From an optimization exercise on the open Yosys and OpenROAD flow, aimed at small area; shortcuts taken in it are not production practice.
Only simulation tests tie the RTL to the original design; equivalence was not proved.
Power and IR drop assume default switching activity.

==> flow/config.mk <==
export PLATFORM = sky130hd
export DESIGN_NAME = top
export DESIGN_NICKNAME = top
export VERILOG_FILES = /design/flow/design.v
export SDC_FILE = /design/flow/constraint.sdc
export NUM_CORES = 4
export LEC_CHECK = 0
export CAP_MARGIN = 20
export CORE_MARGIN = 2
export CORE_UTILIZATION = 40
export SLEW_MARGIN = 20
==> flow/design.v <==
module apb_slave (
	input wire CLK,
	input wire RST_N,
	input wire PSEL,
	input wire PENABLE,
	input wire PWRITE,
	input wire PSLVERR,
	output wire PREADY,
	output wire WRITE_EN,
	output wire READ_EN
);
reg ready;
always @(posedge CLK or negedge RST_N) begin
	if(!RST_N) begin
		ready <= 1'b0;
	end
	else begin
		ready <= PSEL & PENABLE & !ready;
	end
end
assign PREADY   = ready;
assign WRITE_EN = ready & (PWRITE & ~PSLVERR);
assign READ_EN  = ready & !PWRITE;
endmodule
module counter(
	input wire CLK,
	input wire RST_N,
	input wire sel_wTDR0,
	input wire sel_wTDR1,
	input wire timer_en,
	input wire cnt_en,
	input wire [31:0]DATA_TDR0,
	input wire [31:0]DATA_TDR1,
	output reg [63:0]COUNTER_VALUE
);
reg pre_timer_en;
wire [1:0]timer_ctrl;
reg [63:0]cnt;
assign timer_ctrl = {pre_timer_en, timer_en};
always @* begin
	case (timer_ctrl)
		2'b00  : cnt = COUNTER_VALUE;
		2'b01  : cnt = cnt_en ? (COUNTER_VALUE + 1) : COUNTER_VALUE;
		2'b10  : cnt = 64'h0;
		default: cnt = cnt_en ? (COUNTER_VALUE + 1) : COUNTER_VALUE;	
	endcase
end
always @(posedge CLK or negedge RST_N) begin
	if(!RST_N) begin
		pre_timer_en <= 1'b0;
	end
	else begin
		pre_timer_en <= timer_en;
	end
end
always @(posedge CLK or negedge RST_N) begin
	if(!RST_N) begin
		COUNTER_VALUE <= 64'h0;
	end
	else begin
		if(sel_wTDR0) begin
			COUNTER_VALUE[31:0] <= DATA_TDR0; 
		end
		else begin
			COUNTER_VALUE[31:0] <= cnt[31:0];
		end
		if(sel_wTDR1) begin
			COUNTER_VALUE[63:32] <= DATA_TDR1; 
		end
		else begin
			COUNTER_VALUE[63:32] <= cnt[63:32];
		end
	end
end
endmodule
module counter_control(
	input wire CLK,
	input wire RST_N,
	input wire [3:0]div_val,
	input wire div_en,
	input wire timer_en,
	input wire halt_ack,
	output reg cnt_en
);
reg  [7:0]int_cnt;
always @(posedge CLK or negedge RST_N) begin
	if(!RST_N) begin
		int_cnt <= 8'b0;
	end
	else begin
		if(halt_ack) begin
			int_cnt <= int_cnt;
		end
		else begin
			if((int_cnt == 2**(div_val)-1) || !div_en || !timer_en) begin
				int_cnt <= 8'b0;
			end
			else begin
				int_cnt <= int_cnt + 1;
			end
		end
	end
end
always @* begin
	if(!timer_en) begin
		cnt_en = 1'b0;
	end
	else begin
		if(!div_en) begin
			cnt_en = ~halt_ack;
		end
		else begin
			cnt_en = (int_cnt == 2**(div_val)-1) & ~halt_ack;
		end
	end
end
endmodule
module register (
	input wire CLK,
	input wire RST_N,
	input wire WRITE_EN,
	input wire READ_EN,
	input wire PWRITE,
	input wire [11:0] PADDR,
	input wire [31:0] PWDATA,
	input wire [3:0]  PSTRB,
	input wire [63:0] COUNTER_VALUE,
	input wire dbg_mode,
	input wire PREADY,
	output wire halt_ack,
	output wire div_en,
	output wire [3:0] div_val,
	output wire timer_en,
	output wire sel_wTDR0,
	output wire sel_wTDR1,
	output reg [31:0] PRDATA, 
	output wire PSLVERR, 
	output wire tim_int,
	output wire err_div_val_timer,
        output wire err_div_en,
	output wire [31:0] DATA_TDR0,
	output wire [31:0] DATA_TDR1
);
wire sel_wTCR;
wire ewrite_div_val;
wire ewrite_div_timer_en;
reg  [3:0] div_val_t;
reg  div_en_t;
reg  timer_en_t;
assign sel_wTCR            = (PADDR == 12'h000) & WRITE_EN;
assign ewrite_div_val      = (PWDATA[11:8] < 4'b1001) & PSTRB[1] & sel_wTCR;
assign ewrite_div_timer_en = PSTRB[0] & sel_wTCR;
assign div_val             = div_val_t;
assign div_en              = div_en_t;
assign timer_en            = timer_en_t;
always @(posedge CLK or negedge RST_N) begin
	if(!RST_N) begin
		div_val_t <= 4'b0001;
		div_en_t <= 1'b0;
		timer_en_t <= 1'b0;
	end 
	else begin
		if(ewrite_div_val) begin
			div_val_t <= PWDATA[11:8];
		end
		else begin
			div_val_t <= div_val_t;
		end
		if(ewrite_div_timer_en) begin
			div_en_t <= PWDATA[1];
			timer_en_t <= PWDATA[0];
		end
		else begin
			div_en_t <= div_en_t;
			timer_en_t <= timer_en_t;
		end
	end
end
wire [31:0] TDR0;
assign sel_wTDR0   = WRITE_EN & (PADDR == 12'h004);
assign TDR0[31:24] = (PSTRB[3] & sel_wTDR0) ? PWDATA[31:24] : COUNTER_VALUE[31:24];
assign TDR0[23:16] = (PSTRB[2] & sel_wTDR0) ? PWDATA[23:16] : COUNTER_VALUE[23:16];
assign TDR0[15:8]  = (PSTRB[1] & sel_wTDR0) ? PWDATA[15:8]  : COUNTER_VALUE[15:8] ;
assign TDR0[7:0]   = (PSTRB[0] & sel_wTDR0) ? PWDATA[7:0]   : COUNTER_VALUE[7:0]  ;
assign DATA_TDR0   = TDR0;
wire [31:0] TDR1;
assign sel_wTDR1   = WRITE_EN & (PADDR == 12'h008);
assign TDR1[31:24] = (PSTRB[3] & sel_wTDR1) ? PWDATA[31:24] : COUNTER_VALUE[63:56];
assign TDR1[23:16] = (PSTRB[2] & sel_wTDR1) ? PWDATA[23:16] : COUNTER_VALUE[55:48];
assign TDR1[15:8]  = (PSTRB[1] & sel_wTDR1) ? PWDATA[15:8]  : COUNTER_VALUE[47:40];
assign TDR1[7:0]   = (PSTRB[0] & sel_wTDR1) ? PWDATA[7:0]   : COUNTER_VALUE[39:32];
assign DATA_TDR1   = TDR1;
reg [31:0] TCMP0;
wire sel_wTCMP0;
assign sel_wTCMP0 = WRITE_EN & (PADDR == 12'h00C);
always @(posedge CLK or negedge RST_N) begin
	if(!RST_N) begin
		TCMP0 <= 32'hffff_ffff;
	end
	else begin
		if(sel_wTCMP0 && PSTRB[3]) begin
			TCMP0[31:24] <= PWDATA[31:24];
		end
		else begin
			TCMP0[31:24] <= TCMP0[31:24];
		end
		if(sel_wTCMP0 && PSTRB[2]) begin
			TCMP0[23:16] <= PWDATA[23:16];
		end
		else begin
			TCMP0[23:16] <= TCMP0[23:16];
		end
		if(sel_wTCMP0 && PSTRB[1]) begin
			TCMP0[15:8] <= PWDATA[15:8];
		end
		else begin
			TCMP0[15:8] <= TCMP0[15:8];
		end
		if(sel_wTCMP0 && PSTRB[0]) begin
			TCMP0[7:0] <= PWDATA[7:0];
		end
		else begin
			TCMP0[7:0] <= TCMP0[7:0];
		end
	end
end
reg [31:0] TCMP1;
wire sel_wTCMP1;
assign sel_wTCMP1 = WRITE_EN & (PADDR == 12'h010);
always @(posedge CLK or negedge RST_N) begin
	if(!RST_N) begin
		TCMP1 <= 32'hffff_ffff;
	end
	else begin
		if(sel_wTCMP1 && PSTRB[3]) begin
			TCMP1[31:24] <= PWDATA[31:24];
		end
		else begin
			TCMP1[31:24] <= TCMP1[31:24];
		end
		if(sel_wTCMP1 && PSTRB[2]) begin
			TCMP1[23:16] <= PWDATA[23:16];
		end
		else begin
			TCMP1[23:16] <= TCMP1[23:16];
		end
		if(sel_wTCMP1 && PSTRB[1]) begin
			TCMP1[15:8] <= PWDATA[15:8];
		end
		else begin
			TCMP1[15:8] <= TCMP1[15:8];
		end
		if(sel_wTCMP1 && PSTRB[0]) begin
			TCMP1[7:0] <= PWDATA[7:0];
		end
		else begin
			TCMP1[7:0] <= TCMP1[7:0];
		end
	end
end
wire sel_wTIER;
reg INT_EN;
assign sel_wTIER = WRITE_EN & (PADDR == 12'h014);
always @(posedge CLK or negedge RST_N) begin
	if(!RST_N) begin
		INT_EN = 1'b0;
	end
	else begin
		if(sel_wTIER && PSTRB[0]) begin
			INT_EN <= PWDATA[0];
		end
		else begin
			INT_EN <= INT_EN;
		end
	end
end
wire [63:0] TCMP;
wire sel_wTISR;
reg INT_ST;
wire clr_int;
assign TCMP      = {TCMP1, TCMP0};
assign sel_wTISR = WRITE_EN & (PADDR == 12'h018);
assign clr_int   = (sel_wTISR & PSTRB[0]) & PWDATA[0];
always @(posedge CLK or negedge RST_N) begin
	if(!RST_N) begin
		INT_ST <= 1'b0;
	end
	else begin
		if(clr_int) begin
			INT_ST <= 1'b0;
		end
		else begin
			if(COUNTER_VALUE == TCMP) begin
				INT_ST <= 1'b1;
			end
			else begin
				INT_ST <= INT_ST;
			end
		end 
	end
end
assign tim_int = INT_EN & INT_ST;
wire sel_wTHCSR;
reg halt_req;
assign sel_wTHCSR = WRITE_EN & (PADDR == 12'h01C);
always @(posedge CLK or negedge RST_N) begin
	if(!RST_N) begin
		halt_req <= 1'b0;
	end
	else begin	
		if(sel_wTHCSR && PSTRB[0]) begin
			halt_req <= PWDATA[0];	
		end
		else begin
			halt_req <= halt_req;
		end
	end
end
assign halt_ack = halt_req & dbg_mode;
always @* begin
	if(!READ_EN) begin
		PRDATA = 32'h0;
	end
	else begin
		case(PADDR)
			12'h000: PRDATA = {20'h0, div_val_t, 6'h0, div_en_t, timer_en_t};
			12'h004: PRDATA = COUNTER_VALUE[31:0];
			12'h008: PRDATA = COUNTER_VALUE[63:32];
			12'h00C: PRDATA = TCMP0;
			12'h010: PRDATA = TCMP1;
			12'h014: PRDATA = {31'h0, INT_EN};
			12'h018: PRDATA = {31'h0, INT_ST};
			12'h01C: PRDATA = {30'h0, halt_ack, halt_req};
			default: PRDATA = 32'h0;
		endcase
	end
end
wire err_div_val_mode;
assign err_div_val_mode  = !(PWDATA[11:8] < 4'b1001) & PSTRB[1];
assign err_div_val_timer = (PWDATA[11:8] != div_val) & timer_en & PSTRB[1];
assign err_div_en        = (PWDATA[1] != div_en) & timer_en & PSTRB[0];
assign PSLVERR           = (err_div_val_mode | err_div_val_timer | err_div_en) & PREADY & (PADDR == 12'h000) & PWRITE;
endmodule
module top(
	input wire sys_clk,
	input wire sys_rst_n,
	input wire tim_psel,
	input wire tim_pwrite,
	input wire tim_penable,
	input wire [11:0]tim_paddr,
	input wire [31:0]tim_pwdata,
	input wire dbg_mode,
	input wire [3:0] tim_pstrb,
	output wire [31:0]tim_prdata,
	output wire tim_pready,
	output wire tim_pslverr,
	output wire tim_int
);
wire WRITE_EN;
wire READ_EN;
wire div_en;
wire [3:0]div_val;
wire timer_en;
wire halt_ack;
wire err_div_val;
wire err_div_en;
wire cnt_en;
wire sel_wTDR0;
wire sel_wTDR1;
wire [31:0]DATA_TDR0;
wire [31:0]DATA_TDR1;
wire [63:0]COUNTER_VALUE;
register re(.CLK(sys_clk),
            .RST_N(sys_rst_n),
            .WRITE_EN(WRITE_EN),
            .READ_EN(READ_EN),
            .PADDR(tim_paddr),
            .PWDATA(tim_pwdata),
            .PSTRB(tim_pstrb),
            .COUNTER_VALUE(COUNTER_VALUE),
            .dbg_mode(dbg_mode),
            .halt_ack(halt_ack),
            .div_en(div_en),
            .div_val(div_val),
            .timer_en(timer_en),
            .sel_wTDR0(sel_wTDR0),
            .sel_wTDR1(sel_wTDR1),
            .PRDATA(tim_prdata),
            .PSLVERR(tim_pslverr),
            .tim_int(tim_int),
            .err_div_val_timer(err_div_val),
            .err_div_en(err_div_en),
            .DATA_TDR0(DATA_TDR0),	    
            .DATA_TDR1(DATA_TDR1),
	    .PREADY(tim_pready),
	    .PWRITE(tim_pwrite)	    
);
apb_slave as(.CLK(sys_clk),
	     .RST_N(sys_rst_n),
	     .PSEL(tim_psel),
	     .PENABLE(tim_penable),
	     .PWRITE(tim_pwrite),
	     .PREADY(tim_pready),
	     .WRITE_EN(WRITE_EN),
	     .READ_EN(READ_EN),
	     .PSLVERR(tim_pslverr)
);
counter_control cc(.CLK(sys_clk),
	           .RST_N(sys_rst_n),
		   .div_en(div_en),
		   .div_val(div_val),
		   .timer_en(timer_en),
		   .halt_ack(halt_ack),
		   .cnt_en(cnt_en)
);
counter co(.CLK(sys_clk),
	   .RST_N(sys_rst_n),
	   .sel_wTDR0(sel_wTDR0),
	   .sel_wTDR1(sel_wTDR1),
	   .timer_en(timer_en),
	   .cnt_en(cnt_en),
	   .DATA_TDR0(DATA_TDR0),
	   .DATA_TDR1(DATA_TDR1),
	   .COUNTER_VALUE(COUNTER_VALUE)
);
endmodule
==> flow/run.sh <==
#!/bin/bash
# synth_recipe.tcl (not shown) runs the flow's synth.tcl, then flattens the netlist and writes it again
# the make line also repeats each setting of config.mk as NAME=value (left out here)
make -C /OpenROAD-flow-scripts/flow DESIGN_CONFIG=/design/flow/config.mk WORK_HOME=/design/flow/orfs CLKGATE_MAP_FILE= SYNTH_SCRIPT=/design/flow/synth_recipe.tcl finish
==> flow/constraint.sdc <==
create_clock -name core_clock -period 5.0 [get_ports {sys_clk}]
set_input_delay 1.0000 -clock core_clock [delete_from_list [all_inputs] [get_ports {sys_clk}]]
set_output_delay 1.0000 -clock core_clock [all_outputs]
set_load 0.01 [all_outputs]
==> flow_metrics.env <==
export IMPL_status="timing/DRC/antenna clean"
export IMPL_finalCritPeriodShare_pct=91.5
export IMPL_cp_required_ns=4.00
export IMPL_avgViaCountPerCell=6.28
export IMPL_synthFlopType="dfrtp_1"
export IMPL_fmax_ghz=0.219
export IMPL_gp_congestion=0.932
export IMPL_grt_max_degree=66
export IMPL_grt_pass1_wl_um=55100
export IMPL_top_layer="met4"
export IMPL_io_pins=89
export IMPL_cellLeakagePower_nw=4.33
export IMPL_syn_cell_area_sq_um=10100
export IMPL_critical_path_endpoint_type="output pin"
export IMPL_final_hold_violation_count=0
export IMPL_cts_path_max_buffers=2
export IMPL_fp_dieH_um=163
export IMPL_clkLatencyLatePin_ns=0.44
export IMPL_syn_num_nets=1191
export IMPL_dr_wl_met3_um=2730
export IMPL_max_cap_violations=0
export IMPL_synth_seq_cells=147
export IMPL_critPathLaunchType="input pin"
export IMPL_ys_types=73
export IMPL_coreArea_sq_um=25000
export IMPL_rsz0062_at_grt="false"
export IMPL_wl_um=35400
export IMPL_antenna_left=0
export IMPL_reg2reg_setup_slack_ns=1.18
export IMPL_synth_area_leaders="dfrtp_1, dfstp_2, mux2_2, xor2_1, a22oi_1"
export IMPL_worst_path_max_fanout=32
export IMPL_antenna_found_initial=0
export IMPL_syn_to_final_growth_pct=17.0
export IMPL_period_needed_ns=4.57
export IMPL_antenna_cells=0
export IMPL_critPathKind="in2out"
export IMPL_syn_area_per_cell_sq_um=8.95
export IMPL_drive_gt1_share_pct=20.0
export IMPL_layout_nets=1240
export IMPL_synth_edf_count=0
export IMPL_slew_headroom_pct=37.5
export IMPL_wl_met1_um=15200
export IMPL_drc=0
export IMPL_worstMarginPinSlew_ns=0.938
export IMPL_synth_common_cells="a21oi_1, dfrtp_1, mux2_2, a22oi_1, xor2_1"
export IMPL_port_buffers=88
export IMPL_start_util_pct=40.5
export IMPL_drt_initial_drc_count=818
export IMPL_synth_cells=1133
export IMPL_cts_tree="yes"
export IMPL_fin_setup_tns_ns=0
export IMPL_async_reset_ff_share_pct=100
export IMPL_peakVddDrop_uv=141
export IMPL_powerDensity_nw_per_um2=217
export IMPL_ctsHoldBuffers=0
export IMPL_cts_resized=0
export IMPL_ctsHtreeMaxLevel=4
export IMPL_skew_ns=0.00879
export IMPL_dp_hpwl_um=25300
export IMPL_fin_util_pct=47.4
export IMPL_synth_warnings=4
export IMPL_drv_slew=0
export IMPL_die_x_um=163
export IMPL_drt_wirelength_per_cell_um=23.2
export IMPL_yosysSeqAreaShare_pct=37.1
export IMPL_grt_pass1_vias=9172
export IMPL_postCtsSetupBuffers=0
export IMPL_hp_class="reg2reg"
export IMPL_yosysTopAreaCell="dfrtp_1"
export IMPL_grtUsageTotal_pct=26.9
export IMPL_rows=58
export IMPL_met2_length_um=16300
export IMPL_synthMostInstantiatedCell="a21oi_1"
export IMPL_synth_top_area_share_pct=20.2
export IMPL_root_buffer="clkbuf_16"
export IMPL_setup_violations=0
export IMPL_num_vias=9578
export IMPL_grt_overflow=0
export IMPL_clock_sinks=147
export IMPL_dr_pass1_iters=5
export IMPL_clk_pin_slew_ns=0.06
export IMPL_cts_made_buffers=17
export IMPL_n_fill_cell=2456
export IMPL_die_area_sq_um=26600
export IMPL_crit_arrival_ns=3.57
[path summary, 6_finish.rpt]
check	endpoint	startpoint	cells after the start
worst max-delay path	tim_prdata[1]	tim_paddr[9]	8
worst min-delay path	re.INT_ST	re.INT_ST	1
worst max register to register	co.COUNTER_VALUE[59]	re.div_val_t[2]	10
worst min register to register	re.INT_ST	re.INT_ST	1
max in group asynchronous	co.COUNTER_VALUE[49]	sys_rst_n	2
min in group asynchronous	co.COUNTER_VALUE[58]	sys_rst_n	1
[flip-flops by register name, summed over array words and instances (netlist names)]
signal            count
as.ready              1
cc.int_cnt            8
co.COUNTER_VALUE     64
co.pre_timer_en       1
re.INT_EN             1
re.INT_ST             1
re.TCMP0             32
re.TCMP1             32
re.div_en_t           1
re.div_val_t          4
re.halt_req           1
re.timer_en_t         1
[critical path, stage by stage]
cell and delay, ns:
clkdlybuf4s50_1 0.44, nor4_4 0.39, nand3_4 0.22, nor3_2 0.28, buf_12 0.25, a32oi_1 0.09, a31oi_1 0.31, clkdlybuf4s50_1 0.59
[per-stage QoR]
step / worst slack [ns] / total power, mW / instances / instance area [sq um] / hold WS [ns]
floorplan: 1.37 / 1.24 / 1133 / 10100 / 0.480
global placement: 0.456 / 1.35 / 1493 / 11300 / 0.533
detailed placement: 0.399 / 1.35 / 1493 / 11300 / 0.519
CTS: 0.406 / 2.58 / 1525 / 11900 / 0.535
global route: 0.270 / 2.65 / 1525 / 11900 / 0.562
finish: 0.427 / 2.57 / 1525 / 11900 / 0.531
[area by class of cell]
class / instances / area, sq um / area share, %
clock buffer: 18 / 429 / 3.62
clock inverter: 14 / 114 / 0.960
tap: 330 / 413 / 3.48
sequential: 147 / 3760 / 31.7
inverter: 22 / 82.6 / 0.696
multi-input combinational: 873 / 5910 / 49.8
timing repair buffer: 121 / 1150 / 9.73
[logic make-up after synthesis]
family / after synthesis / share of synthesized area (%)
xor gates and xnor gates: 72 / 6.22
muxes: 80 / 8.84
and+or+nand+nor: 356 / 19.5
adders and majority gates: 4 / 0.494
AOI/OAI and AO/OA: 361 / 23.0
buffers and inverters: 113 / 4.89
DFF: 147 / 37.1
[cell usage in the layout, fill, tap and decap left out, types with 36 or more instances in the layout]
cell	Yosys	final
mux2_2	76	76
xor2_1	71	71
o21ai_1	40	40
clkdlybuf4s50_1	0	87
nor3_1	44	42
a21oi_1	96	96
nor2_1	68	66
o21ai_0	44	44
a22oi_1	73	73
nor4_1	36	36
dfstp_2	65	65
dfrtp_1	82	82
nand2_1	68	68
[power by group]
group          switching [mW]  internal (mW)
Sequential            0.00442           1.19
Clock                   0.561          0.680
Combinational          0.0801         0.0533
[metal layers]
layer	global-route usage, %	vias up
li1	-	4361
met1	36.7	4708
met2	42.5	443
met3	5.08	66
met4	9.94	0
met5	0	-

## re-timing with driven ports
The flow's constraints put no driver on any port. The routed layout listed below was extracted and timed again, unchanged, in two steps. Step 1 assumes that a clkbuf_16 drives the clock port and a buf_2 every other input. Step 2, shift: input delay + t, output delay - t, t = (earliest + latest rising clock arrival at the registers) / 2. This alone moves slack from input paths to output paths. Slacks: no drivers / after step 1 / after step 2; pairs: no drivers / after step 1.
shift t [ns]: 0.489
setup slack, ns: 0.427 / 0.405 / 0.405
worst register clock-pin slew, ns: 0.07 / 0.07
After both steps this run still meets setup and hold. The setup slack of this run moves by -0.022 ns with the drivers and by -0.022 ns with both steps.
